This is an optimization exercise on Yosys and OpenROAD, whose aim is small area and few clock cycles, not a production implementation. In this exercise RTL edits were held to simulation tests only and were not proved equivalent to the original. No activity file was given, so power comes from the tool's default toggle rates.

## connect4_engine
module connect4_engine (
	input         clk,
	input         reset,         
	input         active,        
	input  [2:0]  coluna_in,     
	input  [1:0]  player_in,     
	output reg [1:0] response,   
	input         rden_vga,      
	input  [5:0]  addr_vga,      
	output reg    ready_vga,
	output [13:0] data_vga
);
==> module connect4_engine, before the edit <==
module connect4_engine (
	input         clk,
	input         reset,         
	input         active,        
	input  [2:0]  coluna_in,     
	input  [1:0]  player_in,     
	output reg [1:0] response,   
	input         rden_vga,      
	input  [5:0]  addr_vga,      
	output reg    ready_vga,
	output [13:0] data_vga
);
	wire       p = player_in[1];
	reg        lp;               
	wire       won;
	wire       mv = active & ~won;
	wire [41:0] occ, clr;        
	wire [6:0]  full;
	genvar j, i;
	generate
		for (j = 0; j < 7; j = j + 1) begin : g_col
			reg  [6:0] ncol;     
			wire [6:0] col = ~ncol;
			wire [6:0] above;    
			assign above[6] = 1'b0;
			for (i = 0; i < 6; i = i + 1) begin : g_cell
				assign above[i] = above[i+1] | col[i+1];
				assign occ[i*7+j] = above[i];
				assign clr[i*7+j] = col[i];
			end
			assign full[j] = col[6];
			wire wr = mv & (coluna_in == j) & ~col[6];
			wire [6:0] k  = {7{wr}} & ~above;
			wire [6:0] sh = {col[5:0], 1'b0};
			always @(posedge clk) begin
				if (!reset)
					ncol <= 7'b1111110;
				else
					ncol <= ~((col & (~k | {7{p}})) | (~col & k & sh));
			end
		end
	endgenerate
	wire fullc = |(full & (7'd1 << coluna_in));
	always @(posedge clk) begin
		response <= mv ? (fullc ? 2'd1 : 2'd2) : 2'd0;
		if (mv)
			lp <= p;
	end
	wire [41:0] m = occ & ~(clr ^ {42{lp}});
	function f7;
		input [6:0] x;
		f7 = x[3] & ((x[1] & x[2] & (x[0] | x[4])) | (x[4] & x[5] & (x[2] | x[6])));
	endfunction
	function f6;
		input [5:0] x;
		f6 = x[2] & x[3] & ((x[0] & x[1]) | (x[1] & x[4]) | (x[4] & x[5]));
	endfunction
	function f5;
		input [4:0] x;
		f5 = x[1] & x[2] & x[3] & (x[0] | x[4]);
	endfunction
	wire [5:0] hz;
	wire [6:0] vt;
	wire [5:0] du, dd;
	generate
		for (i = 0; i < 6; i = i + 1) begin : g_h
			assign hz[i] = f7(m[i*7 +: 7]);
		end
		for (j = 0; j < 7; j = j + 1) begin : g_v
			assign vt[j] = f6({m[35+j], m[28+j], m[21+j], m[14+j], m[7+j], m[j]});
		end
	endgenerate
	assign du[0] = m[0*7+3] & m[1*7+4] & m[2*7+5] & m[3*7+6];
	assign du[1] = f5({m[4*7+6], m[3*7+5], m[2*7+4], m[1*7+3], m[0*7+2]});
	assign du[2] = f6({m[5*7+6], m[4*7+5], m[3*7+4], m[2*7+3], m[1*7+2], m[0*7+1]});
	assign du[3] = f6({m[5*7+5], m[4*7+4], m[3*7+3], m[2*7+2], m[1*7+1], m[0*7+0]});
	assign du[4] = f5({m[5*7+4], m[4*7+3], m[3*7+2], m[2*7+1], m[1*7+0]});
	assign du[5] = m[2*7+0] & m[3*7+1] & m[4*7+2] & m[5*7+3];
	assign dd[0] = m[0*7+3] & m[1*7+2] & m[2*7+1] & m[3*7+0];
	assign dd[1] = f5({m[4*7+0], m[3*7+1], m[2*7+2], m[1*7+3], m[0*7+4]});
	assign dd[2] = f6({m[5*7+0], m[4*7+1], m[3*7+2], m[2*7+3], m[1*7+4], m[0*7+5]});
	assign dd[3] = f6({m[5*7+1], m[4*7+2], m[3*7+3], m[2*7+4], m[1*7+5], m[0*7+6]});
	assign dd[4] = f5({m[5*7+2], m[4*7+3], m[3*7+4], m[2*7+5], m[1*7+6]});
	assign dd[5] = m[2*7+6] & m[3*7+5] & m[4*7+4] & m[5*7+3];
	assign won = |{hz, vt, du, dd};
	wire [5:0] a = addr_vga;
	wire [5:0] sel;
	wire [6:1] thr;
	assign sel[0] = a[5];
	assign sel[1] = a[4] & a[3];
	assign sel[2] = a[4] & ~a[3];
	assign sel[3] = a[3] & ~a[4];
	assign sel[4] = a[0] & ~(a[5] | a[4] | a[3]);
	assign sel[5] = ~(a[5] | a[4] | a[3] | a[0]);
	assign thr[1] = a[5];
	assign thr[2] = a[5] | (a[4] & a[3]);
	assign thr[3] = a[5] | a[4];
	assign thr[4] = a[5] | a[4] | a[3];
	assign thr[5] = a[5] | a[4] | a[3] | a[0];
	assign thr[6] = 1'b1;
	generate
		for (j = 0; j < 7; j = j + 1) begin : g_rd
			wire [6:0] w = g_col[j].col;
			wire oc = won | |(thr & w[6:1]);
			wire pl = (won & lp) | (|(sel & w[5:0]) & ~won);
			assign data_vga[2*j +: 2] = {oc & pl, oc & ~pl};
		end
	endgenerate
	always @(posedge clk)
		ready_vga <= rden_vga & ~ready_vga;
endmodule
Settings: LEC_CHECK=0, ABC_AREA=1, CAP_MARGIN=5, CORE_MARGIN=2, CORE_UTILIZATION=60, PLACE_DENSITY=0.7, SLEW_MARGIN=5; clock period 10.0 ns.
standard.sh (not shown) runs the stock make flow with config.mk's settings and CLKGATE_MAP_FILE= SYNTH_SCRIPT=/design/flow/synth_recipe.tcl, a recipe that flattens the netlist after the stock synthesis.
==> flow/flow/run.sh <==
#!/bin/bash
# Layout: the standard flow (standard.sh), with
#  - synthesis mapped by the ABC script in abc_own.script (synth_own.tcl is
#    synth_recipe.tcl with only the ABC script replaced),
#  - the ports buffered with the smallest buffer,
#  - a clock tree of few sink clusters and no dummy loads.
# Each tool's log is in orfs/logs/; make's output is in standard.log.
set -euo pipefail
work=$(pwd)
bash standard.sh \
	"SYNTH_SCRIPT=$work/flow/synth_own.tcl" \
	"BUFFER_PORTS_ARGS=-buffer_cell sky130_fd_sc_hd__buf_1" \
	"CTS_ARGS=-sink_clustering_enable -sink_clustering_size 30 -sink_clustering_max_diameter 200 -buf_list sky130_fd_sc_hd__clkbuf_8 -root_buf sky130_fd_sc_hd__clkbuf_8 -repair_clock_nets -dont_use_dummy_load" \
	finish > "$work/standard.log" 2>&1
==> flow/flow/abc_own.script <==
strash
balance -l
 resub -K 6 -l
 rewrite -l
 resub -K 6 -N 2 -l
 refactor -l
 resub -K 8 -l
 balance -l
 resub -K 8 -N 2 -l
 rewrite -l
 resub -K 10 -l
 rewrite -z -l
 resub -K 10 -N 2 -l
 balance -l
 resub -K 12 -l
 refactor -z -l
 resub -K 12 -N 2 -l
 rewrite -z -l
 balance -l
balance -l
 resub -K 6 -l
 rewrite -l
 resub -K 6 -N 2 -l
 refactor -l
 resub -K 8 -l
 balance -l
 resub -K 8 -N 2 -l
 rewrite -l
 resub -K 10 -l
 rewrite -z -l
 resub -K 10 -N 2 -l
 balance -l
 resub -K 12 -l
 refactor -z -l
 resub -K 12 -N 2 -l
 rewrite -z -l
 balance -l
balance -l
 resub -K 6 -l
 rewrite -l
 resub -K 6 -N 2 -l
 refactor -l
 resub -K 8 -l
 balance -l
 resub -K 8 -N 2 -l
 rewrite -l
 resub -K 10 -l
 rewrite -z -l
 resub -K 10 -N 2 -l
 balance -l
 resub -K 12 -l
 refactor -z -l
 resub -K 12 -N 2 -l
 rewrite -z -l
 balance -l
&get -n
&dch -f
&put
amap -A 1000 -F 1000
==> flow/flow/synth_own.tcl <==
# The standard synthesis (synth_recipe.tcl), with ABC's mapping script
# replaced by flow/abc_own.script: the steps before and after ABC, and so the
# registers and their names, are the standard synthesis's.
proc synth {args} { yosys synth -nofsm -noshare {*}$args }
set own_abc [file join [file dirname [file normalize [info script]]] abc_own.script]
set f [open $::env(SCRIPTS_DIR)/synth.tcl]
set synth_text [read $f]
close $f
set from {log_cmd abc {*}$abc_args}
if { [string first $from $synth_text] < 0 } { error "synth.tcl has no ABC call to replace" }
set synth_text [string map [list $from {log_cmd abc {*}[lreplace $abc_args 1 1 $own_abc]}] $synth_text]
eval $synth_text
# left out here: clear keep_hierarchy, flatten, clean up, hide names made inside functions, write 1_2_yosys.v
The baseline completed without violations.
Testbench counts at the start, summed over its fixed seeds: cycles 11,028.
Next try:
--- a/flow/design.v
+++ b/flow/design.v
@@ -17,12 +17,11 @@
 	wire [41:0] occ, clr;        
 	wire [6:0]  full;
 	genvar j, i;
 	generate
 		for (j = 0; j < 7; j = j + 1) begin : g_col
-			reg  [6:0] ncol;     
-			wire [6:0] col = ~ncol;
+			reg  [6:0] col;
 			wire [6:0] above;    
 			assign above[6] = 1'b0;
 			for (i = 0; i < 6; i = i + 1) begin : g_cell
 				assign above[i] = above[i+1] | col[i+1];
 				assign occ[i*7+j] = above[i];
@@ -32,13 +31,13 @@
 			wire wr = mv & (coluna_in == j) & ~col[6];
 			wire [6:0] k  = {7{wr}} & ~above;
 			wire [6:0] sh = {col[5:0], 1'b0};
 			always @(posedge clk) begin
 				if (!reset)
-					ncol <= 7'b1111110;
+					col <= 7'b0000001;
 				else
-					ncol <= ~((col & (~k | {7{p}})) | (~col & k & sh));
+					col <= (col & (~k | {7{p}})) | (~col & k & sh);
 			end
 		end
 	endgenerate
 	wire fullc = |(full & (7'd1 << coluna_in));
 	always @(posedge clk) begin
=> The changed run produced a clean layout. Via count came out higher by about 1%. Global-route usage came out higher by 0.15 points. Power is higher by 1.1%. Synthesized area rises by about 0.9%. Clock-buffer cell count is unchanged. Core utilization hardly moves. Non-clock buffer count shrinks by 1. Design area came out higher by about 0.7%.
Testbench counts after the change, summed over its fixed seeds: cycles 11,028.

## port drivers added, routing unchanged
Ports are ideal in the flow. The routed layouts listed here were re-timed in OpenROAD.
Step 1, drivers: a clkbuf_16 drives clk and a buf_2 each remaining input, both assumed.
Step 2 moves the port delays by t, midway between the first and last clock arrival at a register: inputs arrive t later, outputs are due t later. That takes back most of the time a late clock gives input paths.
Three values: ideal ports, drivers, drivers and shift; two values: the first two.
run | t (ns) | setup slack, ns | hold slack, ns | worst setup path at the end | worst register clock-pin slew, ns
the first run | 0.328 | 1.873 / 1.843 / 2.171 | 0.417 / 0.417 / 0.417 | register to output | 0.09 / 0.09
the second run | 0.331 | 2.439 / 2.419 / 2.419 | 0.425 / 0.425 / 0.425 | input to output | 0.09 / 0.09
After both steps setup and hold are still met in every run listed. For the second run, which loses most, drivers alone change the setup slack by -0.020 ns; drivers and shift together by -0.020 ns.
